Context: an optimization exercise on an open-source flow, tuned for small area and a short achievable clock period. The choices shown serve that exercise and are no tape-out recipe.
Where RTL was checked, it was by simulation tests only, not by an equivalence proof against the original.
The flow treats the clock pin as an ideal source, which a real chip does not have.
Power is estimated from default activity; no workload was simulated.

## alpha
==> flow/design.v (excerpt) <==
module booth_recoded_multiplier(clk, reset, multiplicand, multiplier, prod);
  input clk, reset;
  input [11:0] multiplicand, multiplier;
  output reg [23:0] prod;
  reg [11:0] A, B;
  wire [23:0] X, Y, P;
  wire p1;
  wire p2;
  wire p3;
  wire p4;
  wire p5;
  wire p6;
  wire p7;
  wire p8;
  wire p9;
  wire p10;
  wire p11;
  wire p12;
  wire p13;
  wire p14;
  wire p15;
  wire p16;
  wire p17;
  wire p18;
  wire p19;
  wire p20;
  wire p21;
  wire p22;
  wire p23;
  wire p24;
  wire p25;
  wire p26;
  wire p27;
  wire p28;
  wire p29;
  wire p30;
  wire p31;
  wire p32;
  wire p33;
  wire p34;
  wire p35;
  wire p36;
  wire p37;
  wire p38;
  wire p39;
  wire p40;
  wire p41;
  wire p42;
  wire p43;
  wire p44;
  wire p45;
  wire p46;
  wire p47;
  wire p48;
  wire p49;
  wire p50;
  wire p51;
  wire p52;
  wire p53;
  wire p54;
  wire p55;
  wire p56;
  wire p57;
  wire p58;
  wire p59;
  wire p60;
  wire p61;
  wire p62;
  wire p63;
  wire p64;
  wire p65;
  wire p66;
  wire p67;
  wire p68;
  wire p69;
  wire p70;
  wire p71;
  wire p72;
  wire p73;
  wire p74;
  wire p75;
  wire p76;
  wire p77;
  wire p78;
  wire p79;
  wire p80;
  wire p81;
  wire p82;
  wire p83;
  wire p84;
  wire p85;
  wire p86;
  wire p87;
  wire p88;
  wire p89;
  wire p90;
  wire p91;
  wire p92;
  wire p93;
  wire p94;
  wire p95;
  wire p96;
  wire p97;
  wire p98;
  wire p99;
  wire p100;
  wire p101;
  wire p102;
  wire p103;
  wire p104;
  wire p105;
  wire p106;
  wire p107;
  wire p108;
  wire p109;
  wire p110;
  wire p111;
  wire p112;
  wire p113;
  wire p114;
  wire p115;
  wire p116;
  wire p117;
  wire p118;
  wire p119;
  wire p120;
  wire p121;
  wire p122;
  wire p123;
  wire p124;
  wire p125;
  wire p126;
  wire p127;
  wire p128;
  wire p129;
  wire p130;
  wire p131;
  wire p132;
  wire p133;
  ...
clock: 8.5 ns
lec_check: 0
cap_margin: 20
core_margin: 2
core_utilization: 40
slew_margin: 20
synth_hierarchical: 1
synth_minimum_keep_size: 0
run.sh (not shown) runs the stock make flow with config.mk's settings and CLKGATE_MAP_FILE= SYNTH_SCRIPT=/design/flow/synth_recipe.tcl, a recipe that flattens the netlist after the stock synthesis.
[inputs] beta vs alpha
Settings: SETUP_SLACK_MARGIN newly set to 4.0; CORE_UTILIZATION changed from 40 to 60.
Findings:
Taking alpha over beta, the site row count ratio works out to 1.2.
[compare] base=alpha new=beta: fmax rose by about 7.5%; logic gate share of total power rose by 6.6 points; finished layout cell area rose by 830 µm²; final worst setup slack rose by 0.34 ns.
No functional check of the RTL was part of any run of this note.


Setup of v22:
Another version of the RTL of booth_recoded_multiplier (not shown whole).
Size: ~470 cells after synthesis, roughly 50 I/O pins, roughly 0.0050 mm^2 of cells after synthesis.
Settings: LEC_CHECK=0, CAP_MARGIN=20, CORE_MARGIN=2, CORE_UTILIZATION=70, HOLD_SLACK_MARGIN=0.1, SLEW_MARGIN=20, SYNTH_HIERARCHICAL=1, SYNTH_MINIMUM_KEEP_SIZE=0; clock period 8.5 ns.
standard.sh (not shown) runs the stock make flow with config.mk's settings and CLKGATE_MAP_FILE= SYNTH_SCRIPT=/design/flow/synth_recipe.tcl, a recipe that flattens the netlist after the stock synthesis.
==> flow/flow/run.sh <==
#!/bin/bash
set -euo pipefail
export BUFFER_PORTS_ARGS="-buffer_cell sky130_fd_sc_hd__buf_1"
export CTS_ARGS="-sink_clustering_enable -repair_clock_nets -dont_use_dummy_load"
bash standard.sh synth floorplan place cts > log_make_to_cts.txt 2>&1

R=orfs/results/${FLOW_PLATFORM}/booth_recoded_multiplier/base
mkdir -p skew
cp $R/4_cts.odb skew/4_cts_noskew.odb
export SKEW_SDC=$R/4_cts.sdc
export SKEW_LIB=$FLOW_HOME/platforms/${FLOW_PLATFORM}/lib/sky130_fd_sc_hd__tt_025C_1v80.lib
export SKEW_RC=$FLOW_HOME/platforms/${FLOW_PLATFORM}/setRC.tcl
chains=(
  "clkdlybuf4s50_1 clkbuf_16"
  "clkdlybuf4s50_1 clkdlybuf4s25_1 clkbuf_16"
  "clkdlybuf4s50_1 clkdlybuf4s50_1 clkbuf_16"
  "clkdlybuf4s50_1 clkdlybuf4s50_1 clkbuf_1 clkbuf_16"
  "clkdlybuf4s50_1 clkdlybuf4s50_1 clkbuf_2 clkbuf_16"
  "clkdlybuf4s50_1 clkdlybuf4s50_1 clkbuf_2 clkbuf_2 clkbuf_16"
  "clkdlybuf4s50_1 clkdlybuf4s50_1 clkdlybuf4s15_1 clkbuf_16"
  "clkdlybuf4s50_1 clkdlybuf4s50_1 clkdlybuf4s18_1 clkbuf_16"
  "clkdlybuf4s50_1 clkdlybuf4s50_1 clkdlybuf4s25_1 clkbuf_16"
  "clkdlybuf4s50_1 clkdlybuf4s50_1 clkdlybuf4s50_1 clkbuf_16"
)
# bases: the placed design as CTS left it, and after setup repair towards tighter targets
cp skew/4_cts_noskew.odb skew/base_0.odb
for m in 3.8 3.95; do
  ( REPAIR_IN=skew/4_cts_noskew.odb REPAIR_OUT=skew/base_$m.odb REPAIR_MARGIN=$m \
      openroad -no_splash -exit flow/repair.tcl > skew/repair_$m.log 2>&1 || true ) &
done
wait
n=0
for base in 0 3.8 3.95; do
  [ -f skew/base_$base.odb ] || continue
  for up in 0 1; do
    for ch in "${chains[@]}"; do
      ( SKEW_IN=skew/base_$base.odb SKEW_UPAB=$up SKEW_THR=1.4 SKEW_CHAIN="$ch" \
          SKEW_OUT=skew/try_$n.odb openroad -no_splash -exit flow/skew_apply.tcl > skew/try_$n.log 2>&1 || true ) &
      echo "try_$n base=$base" >> skew/trials.txt
      n=$((n + 1))
      while [ "$(jobs -rp | wc -l)" -ge "${NUM_CORES:-4}" ]; do sleep 0.5; done
    done
  done
done
wait
best=$(grep -H SKEW_RESULT skew/try_*.log | sed -E 's/^skew\/try_([0-9]+)\.log:.*setup_after=([^ ]+) hold_after=([^ ]+) clkslew=([^ ]+) area=([^ ]+).*/\1 \2 \3 \4 \5/' \
  | awk -v p=$FLOW_PERIOD_NS '$4 < 0.100 {printf "%s %.2f %.4f\n", $1, (p - $2*1e9) * $5, $3*1e9}' \
  | sort -k2,2g | awk 'NR==1{top=$2} $2<=top*1.002' | sort -k3,3gr | head -1 | cut -d' ' -f1)
grep -h SKEW_RESULT skew/try_*.log > skew/results.txt || true
if [ -n "$best" ] && [ -f skew/try_$best.odb ]; then
  echo "chosen: try_$best $(grep SKEW_RESULT skew/try_$best.log)" >> skew/results.txt
  cp skew/try_$best.odb $R/4_cts.odb
fi
rm -f skew/try_*.odb skew/base_*.odb
bash standard.sh route finish > log_make_route_finish.txt 2>&1
Other scripts of this flow, unchanged in this note and not shown: flow/flow/repair.tcl, flow/flow/skew_apply.tcl
v22: all stages complete, timing, DRC and antenna checks passed
The inputs of v19 differ from those of v22 as listed below.
Settings: CORE_UTILIZATION changed from 70 to 80.
--- outcome ---
Compared v19 vs v22, and top fanout value on the critical path is up in v19. Note that the sum of routed wire length over all layers recorded for v22 amounts to 0.912 times the value seen in v19. What v22 reported for overall die area has to be multiplied by 0.880 to get the figure for v19. v19 against v22; cell total after placement is down by a few percent. HPWL reported at the end of detailed placement: v19 vs v22 up 960 um. The part of the total power dissipated in combinational logic number comes out lower for v22 vs v19. v19 and v22 ended up with roughly the same internal power. Looking at post-place instance area across v22 and v19, the one that comes out lower is v19.


Setup of the previous run:
Starting RTL as in the previous note.
==> flow/config.mk <==
export PLATFORM = sky130hd
export DESIGN_NAME = booth_recoded_multiplier
export DESIGN_NICKNAME = booth_recoded_multiplier
export VERILOG_FILES = /design/flow/design.v
export SDC_FILE = /design/flow/constraint.sdc
export NUM_CORES = 4
export LEC_CHECK = 0
export CAP_MARGIN = 20
export CORE_MARGIN = 2
export CORE_UTILIZATION = 70
export SETUP_SLACK_MARGIN = 3.7
export SLEW_MARGIN = 20
export SYNTH_HIERARCHICAL = 1
export SYNTH_MINIMUM_KEEP_SIZE = 0
==> flow/constraint.sdc <==
create_clock -name core_clock -period 8.5 [get_ports {clk}]
set_input_delay 1.7000 -clock core_clock [delete_from_list [all_inputs] [get_ports {clk}]]
set_output_delay 1.7000 -clock core_clock [all_outputs]
set_load 0.01 [all_outputs]
==> flow/flow/run.sh <==
#!/bin/bash
# Standard layout, with each port buffered by the smallest buffer, and no dummy clock loads.
set -euo pipefail
export BUFFER_PORTS_ARGS="-buffer_cell sky130_fd_sc_hd__buf_1"
export CTS_ARGS="-sink_clustering_enable -repair_clock_nets -dont_use_dummy_load"
bash standard.sh > flow_make.log 2>&1
The previous run reached the end of the flow, and the finished layout is clean on the timing, DRC and antenna checks.
Relative to the previous run, the following input files were edited for the current run:
Settings: a deleted SETUP_SLACK_MARGIN that had been 3.7.
Notes after the runs:
- The current run: flow completed, timing, DRC and antenna clean
- Lower fraction of power consumed by combinational cells goes to the current run over the previous run.
- [compare] base=the previous run new=the current run: final critical path time including I/O delays and setup has increased, post-route clock period utilization has increased.


## v23
booth_recoded_multiplier again, from the RTL that the note above started with.
==> flow/design.v (excerpt) <==
module booth_recoded_multiplier(clk, reset, multiplicand, multiplier, prod);
==> flow/config.mk <==
export PLATFORM = sky130hd
export DESIGN_NAME = booth_recoded_multiplier
export DESIGN_NICKNAME = booth_recoded_multiplier
export VERILOG_FILES = /design/flow/design.v
export SDC_FILE = /design/flow/constraint.sdc
export NUM_CORES = 4
export LEC_CHECK = 0
export CAP_MARGIN = 20
export CORE_MARGIN = 2
export CORE_UTILIZATION = 70
export SLEW_MARGIN = 20
export SYNTH_HIERARCHICAL = 1
export SYNTH_MINIMUM_KEEP_SIZE = 0
==> flow/constraint.sdc <==
create_clock -name core_clock -period 8.5 [get_ports {clk}]
set_input_delay 1.7000 -clock core_clock [delete_from_list [all_inputs] [get_ports {clk}]]
set_output_delay 1.7000 -clock core_clock [all_outputs]
set_load 0.01 [all_outputs]
==> flow/flow/run.sh <==
#!/bin/bash
set -euo pipefail
export BUFFER_PORTS_ARGS="-buffer_cell sky130_fd_sc_hd__buf_1"
export CTS_ARGS="-sink_clustering_enable -repair_clock_nets -dont_use_dummy_load"
bash standard.sh synth floorplan place cts > log_make_to_cts.txt 2>&1

R=orfs/results/${FLOW_PLATFORM}/booth_recoded_multiplier/base
mkdir -p skew
cp $R/4_cts.odb skew/4_cts_noskew.odb
export SKEW_IN=skew/4_cts_noskew.odb SKEW_SDC=$R/4_cts.sdc
export SKEW_LIB=$FLOW_HOME/platforms/${FLOW_PLATFORM}/lib/sky130_fd_sc_hd__tt_025C_1v80.lib
export SKEW_RC=$FLOW_HOME/platforms/${FLOW_PLATFORM}/setRC.tcl
chains=(
  "clkdlybuf4s50_1 clkbuf_16"
  "clkdlybuf4s50_1 clkdlybuf4s25_1 clkbuf_16"
  "clkdlybuf4s50_1 clkdlybuf4s50_1 clkbuf_16"
  "clkdlybuf4s50_1 clkdlybuf4s50_1 clkbuf_1 clkbuf_16"
  "clkdlybuf4s50_1 clkdlybuf4s50_1 clkbuf_2 clkbuf_16"
  "clkdlybuf4s50_1 clkdlybuf4s50_1 clkbuf_2 clkbuf_2 clkbuf_16"
  "clkdlybuf4s50_1 clkdlybuf4s50_1 clkdlybuf4s15_1 clkbuf_16"
  "clkdlybuf4s50_1 clkdlybuf4s50_1 clkdlybuf4s18_1 clkbuf_16"
  "clkdlybuf4s50_1 clkdlybuf4s50_1 clkdlybuf4s25_1 clkbuf_16"
  "clkdlybuf4s50_1 clkdlybuf4s50_1 clkdlybuf4s50_1 clkbuf_16"
)
# flat=1: the other flip-flops hang on the root net, whose buffer becomes a clkbuf_16
n=0
for up in 0 1; do
  for flat in 0 1; do
    for thr in 5.0 5.7; do
      for ch in "${chains[@]}"; do
        ( SKEW_UPAB=$up SKEW_FLAT=$flat SKEW_ROOTCELL=clkbuf_16 SKEW_THR=$thr SKEW_CHAIN="$ch" \
            SKEW_OUT=skew/try_$n.odb openroad -no_splash -exit flow/skew_apply.tcl > skew/try_$n.log 2>&1 || true ) &
        n=$((n + 1))
        while [ "$(jobs -rp | wc -l)" -ge "${NUM_CORES:-4}" ]; do sleep 0.5; done
      done
    done
  done
done
wait
best=$(grep -H SKEW_RESULT skew/try_*.log | sed -E 's/^skew\/try_([0-9]+)\.log:.*setup_after=([^ ]+) hold_after=([^ ]+) clkslew=([^ ]+) area=([^ ]+).*/\1 \2 \3 \4 \5/' \
  | awk -v p=$FLOW_PERIOD_NS '$4 < 0.100 {printf "%s %.2f %.4f\n", $1, (p - $2*1e9) * $5, $3*1e9}' \
  | sort -k2,2g | awk 'NR==1{top=$2} $2<=top*1.002' | sort -k3,3gr | head -1 | cut -d' ' -f1)
grep -h SKEW_RESULT skew/try_*.log > skew/results.txt || true
if [ -n "$best" ] && [ -f skew/try_$best.odb ]; then
  echo "chosen: try_$best $(grep SKEW_RESULT skew/try_$best.log)" >> skew/results.txt
  cp skew/try_$best.odb $R/4_cts.odb
fi
rm -f skew/try_*.odb
bash standard.sh route finish > log_make_route_finish.txt 2>&1
==> flow/flow/skew_apply.tcl <==
read_db $::env(SKEW_IN)
read_liberty $::env(SKEW_LIB)
read_sdc $::env(SKEW_SDC)
source $::env(SKEW_RC)
estimate_parasitics -placement

# optionally the operand flip-flops (fanout 12 each) get the next drive strength
if {[info exists ::env(SKEW_UPAB)] && $::env(SKEW_UPAB)} {
  foreach pin [get_pins -hierarchical {A*/CLK B*/CLK}] {
    set inst [$pin instance]
    set cell [get_name [$inst liberty_cell]]
    if {[regsub {_1$} $cell {_2} up]} {
      replace_cell $inst [get_lib_cells */$up]
    }
  }
  estimate_parasitics -placement
}
set s0 [sta::worst_slack_cmd max]
set block [ord::get_db_block]
set dbu [[ord::get_db_tech] getDbUnitsPerMicron]

set moved {}
set moved_sta {}
foreach pin [get_pins -hierarchical prod*/D] {
  if {[get_property $pin slack_max] < $::env(SKEW_THR)} {
    lappend moved [sta::sta_to_db_inst [$pin instance]]
    lappend moved_sta [$pin instance]
  }
}

# the clock root buffer (driven by the clk port) and its output net
set clknet [[$block findBTerm clk] getNet]
set rootinst ""
foreach it [$clknet getITerms] { if {[$it isInputSignal]} { set rootinst [$it getInst] } }
set rootnet ""
foreach it [$rootinst getITerms] { if {[$it isOutputSignal]} { set rootnet [[$it getNet] getName] } }
puts "SKEW: root [$rootinst getName] net $rootnet"

# centroid of the moved flip-flops
set x 0; set y 0
foreach i $moved {
  set bb [$i getBBox]
  set x [expr {$x + ([$bb xMin] + [$bb xMax]) / 2.0}]
  set y [expr {$y + ([$bb yMin] + [$bb yMax]) / 2.0}]
}
set n [llength $moved]
set cx [expr {$x / $n / $dbu}]; set cy [expr {$y / $n / $dbu}]

# move their clock pins onto the root net, then build the chain backwards from them
set oldnets {}
set rootdb [$block findNet $rootnet]
foreach i $moved {
  set it [$i findITerm CLK]
  lappend oldnets [[$it getNet] getName]
  $it disconnect
  $it connect $rootdb
}
# optionally the other flip-flops hang directly on the root net (no leaf buffers)
if {[info exists ::env(SKEW_FLAT)] && $::env(SKEW_FLAT)} {
  foreach inst [$block getInsts] {
    set it [$inst findITerm CLK]
    if {$it eq "NULL" || [lsearch -exact $moved $inst] >= 0} continue
    if {[[$inst getMaster] isSequential] == 0} continue
    set net [$it getNet]
    if {[$net getName] eq $rootnet} continue
    lappend oldnets [$net getName]
    $it disconnect
    $it connect $rootdb
  }
  if {[info exists ::env(SKEW_ROOTCELL)] && $::env(SKEW_ROOTCELL) ne ""} {
    replace_cell [get_cells [$rootinst getName]] [get_lib_cells */sky130_fd_sc_hd__$::env(SKEW_ROOTCELL)]
  }
}
estimate_parasitics -placement
set loads {}
foreach i $moved_sta { lappend loads [$i find_pin CLK] }
set k 0
foreach cell [lreverse $::env(SKEW_CHAIN)] {
  set name "skew_buf_$k"
  set b [insert_buffer -buffer_cell sky130_fd_sc_hd__$cell -net $rootnet -load_pins $loads \
      -location [list $cx $cy] -buffer_name $name -net_name "skew_net_$k"]
  puts "SKEW: inserted $b [get_full_name $b]"
  set loads [get_pins [get_full_name $b]/A]
  lappend chain_insts [get_full_name $b]
  incr k
}
foreach b $chain_insts {
  set dbi [$block findInst $b]
  $dbi setPlacementStatus PLACED
  foreach it [$dbi getITerms] { if {[$it isOutputSignal]} { [$it getNet] setSigType CLOCK } }
}

# leaf buffers left without a load go
foreach nn [lsort -unique $oldnets] {
  set dbn [$block findNet $nn]
  if {$dbn eq "NULL"} continue
  set nload 0
  foreach it [$dbn getITerms] { if {[$it isInputSignal]} { incr nload } }
  if {$nload == 0} {
    foreach it [$dbn getITerms] {
      if {[$it isOutputSignal]} {
        set inst [$it getInst]
        puts "SKEW: removing unloaded clock buffer [$inst getName]"
        odb::dbInst_destroy $inst
      }
    }
    odb::dbNet_destroy $dbn
  }
}

detailed_placement
check_placement
estimate_parasitics -placement
set s1 [sta::worst_slack_cmd max]
set h1 [sta::worst_slack_cmd min]
set area 0.0
foreach inst [$block getInsts] {
  set m [$inst getMaster]
  set area [expr {$area + [$m getWidth] * [$m getHeight] / double($dbu * $dbu)}]
}
# largest clock-pin slew over all flip-flops, and a rough area for the hold fixes to come
# (one ~10 um2 delay buffer per 0.35 ns of negative hold slack at each endpoint)
set maxslew 0.0
set holdfix 0
foreach pin [get_pins -hierarchical */CLK] {
  set sl [get_property $pin slew_max]
  if {$sl > $maxslew} { set maxslew $sl }
}
foreach pin [get_pins -hierarchical */D] {
  set hs [get_property $pin slack_min]
  if {$hs < 0} { incr holdfix [expr {int(ceil(-$hs / 0.35))}] }
}
set area [expr {$area + 10.0 * $holdfix}]
puts "SKEW_RESULT upab=[expr {[info exists ::env(SKEW_UPAB)] ? $::env(SKEW_UPAB) : 0}] flat=[expr {[info exists ::env(SKEW_FLAT)] ? $::env(SKEW_FLAT) : 0}] thr=$::env(SKEW_THR) chain={$::env(SKEW_CHAIN)} moved=$n setup_before=$s0 setup_after=$s1 hold_after=$h1 clkslew=$maxslew area=$area"
report_clock_latency
if {[info exists ::env(SKEW_OUT)] && $::env(SKEW_OUT) ne ""} {
  write_db $::env(SKEW_OUT)
}
Every stage of v23 finished as expected; the final checks, on the other hand, flagged hold timing, which means the layout fails.
### v23 -> v10
diff --git a/flow/flow/run.sh b/flow/flow/run.sh
--- a/flow/flow/run.sh
+++ b/flow/flow/run.sh
@@ -14,0 +15 @@
+  "clkdlybuf4s50_1 clkdlybuf4s15_1 clkbuf_16"
@@ -17 +17,0 @@
-  "clkdlybuf4s50_1 clkdlybuf4s50_1 clkbuf_1 clkbuf_16"
@@ -19 +18,0 @@
-  "clkdlybuf4s50_1 clkdlybuf4s50_1 clkbuf_2 clkbuf_2 clkbuf_16"
@@ -25 +23,0 @@
-# flat=1: the other flip-flops hang on the root net, whose buffer becomes a clkbuf_16
@@ -28,8 +26,6 @@
-  for flat in 0 1; do
-    for thr in 5.0 5.7; do
-      for ch in "${chains[@]}"; do
-        ( SKEW_UPAB=$up SKEW_FLAT=$flat SKEW_ROOTCELL=clkbuf_16 SKEW_THR=$thr SKEW_CHAIN="$ch" \
-            SKEW_OUT=skew/try_$n.odb openroad -no_splash -exit flow/skew_apply.tcl > skew/try_$n.log 2>&1 || true ) &
-        n=$((n + 1))
-        while [ "$(jobs -rp | wc -l)" -ge "${NUM_CORES:-4}" ]; do sleep 0.5; done
-      done
+  for thr in 5.0 5.7; do
+    for ch in "${chains[@]}"; do
+      ( SKEW_UPAB=$up SKEW_THR=$thr SKEW_CHAIN="$ch" SKEW_OUT=skew/try_$n.odb \
+          openroad -no_splash -exit flow/skew_apply.tcl > skew/try_$n.log 2>&1 || true ) &
+      n=$((n + 1))
+      while [ "$(jobs -rp | wc -l)" -ge "${NUM_CORES:-4}" ]; do sleep 0.5; done
diff --git a/flow/flow/skew_apply.tcl b/flow/flow/skew_apply.tcl
--- a/flow/flow/skew_apply.tcl
+++ b/flow/flow/skew_apply.tcl
@@ -70,3 +69,0 @@
-  if {[info exists ::env(SKEW_ROOTCELL)] && $::env(SKEW_ROOTCELL) ne ""} {
-    replace_cell [get_cells [$rootinst getName]] [get_lib_cells */sky130_fd_sc_hd__$::env(SKEW_ROOTCELL)]
-  }
@@ -121,2 +117,0 @@
-# largest clock-pin slew over all flip-flops, and a rough area for the hold fixes to come
-# (one ~10 um2 delay buffer per 0.35 ns of negative hold slack at each endpoint)
@@ -124,3 +119,2 @@
-set holdfix 0
-foreach pin [get_pins -hierarchical */CLK] {
-  set sl [get_property $pin slew_max]
+foreach i $moved_sta {
+  set sl [get_property [$i find_pin CLK] slew_max]
@@ -129,5 +122,0 @@
-foreach pin [get_pins -hierarchical */D] {
-  set hs [get_property $pin slack_min]
-  if {$hs < 0} { incr holdfix [expr {int(ceil(-$hs / 0.35))}] }
-}
-set area [expr {$area + 10.0 * $holdfix}]
- The final layout from v10, which completed every stage, passed the timing, DRC and antenna checks at the end of the flow.
- v10 reports its slowest stage cell on the critical path as sky130_fd_sc_hd__fa_1 while v23 reports sky130_fd_sc_hd__dfrtp_1.
- Total number of cells along the worst setup path, v23 and v10: smaller value in v23
- ~same internal power contribution in v23 and v10
- v10 vs. v23: power held steady, part of the cycle the worst path needs grew by 0.26 points, maximum frequency shrank by about 0.6%, required time of the worst setup path grew by 2.97 ns, fraction of area in clock buffers and inverters held steady.
- Finished layout cell area delta (v23 -> v10): insignificant
- v10 vs v23 on largest incremental delay on the critical path: v10 is the higher one.

[afterwards: timing with drivers on the ports]
In the flow no input, the clock included, has a driving cell. The finished layouts below were timed again as built, in two steps.
Step 1 assumes that a clkbuf_16 drives the clock port and a buf_2 every other input.
Step 2, shift: input delay + t, output delay - t, t = (earliest + latest rising clock arrival at the registers) / 2. This alone moves slack from input paths to output paths.
a / b / c = ideal / step 1 / step 2; a / b = the first two.
run | shift t [ns] | slack for setup (ns) | hold WS [ns] | latest minus earliest clock arrival (ns) | pins driven straight from the clock port
alpha | 0.342 | 3.676 / 3.676 / 3.676 | 0.743 / 0.743 / 0.743 | 0.007 / 0.006 | 1
beta | 0.335 | 4.014 / 4.014 / 4.014 | 0.602 / 0.602 / 0.602 | 0.006 / 0.005 | 1
v22 | 0.874 | 4.871 / 4.838 / 4.877 | 0.083 / 0.083 / 0.083 | 1.159 / 1.159 | 1
v19 | 0.855 | 4.789 / 4.789 / 4.789 | 0.043 / 0.043 / 0.043 | 1.104 / 1.105 | 1
the previous run | 0.341 | 3.865 / 3.865 / 3.865 | 0.611 / 0.611 / 0.611 | 0.010 / 0.009 | 1
the current run | 0.332 | 3.570 / 3.570 / 3.570 | 0.699 / 0.699 / 0.699 | 0.012 / 0.012 | 1
v23 | 0.878 | 4.855 / 4.822 / 4.882 | -0.039 / -0.039 / -0.039 | 1.163 / 1.163 | 1
v10 | 0.860 | 4.832 / 4.832 / 4.832 | 0.009 / 0.009 / 0.009 | 1.126 / 1.127 | 1
Clock arrivals are far apart in v22, v19, v23 and v10, so t is only a midpoint there and step 2 fits no single register.
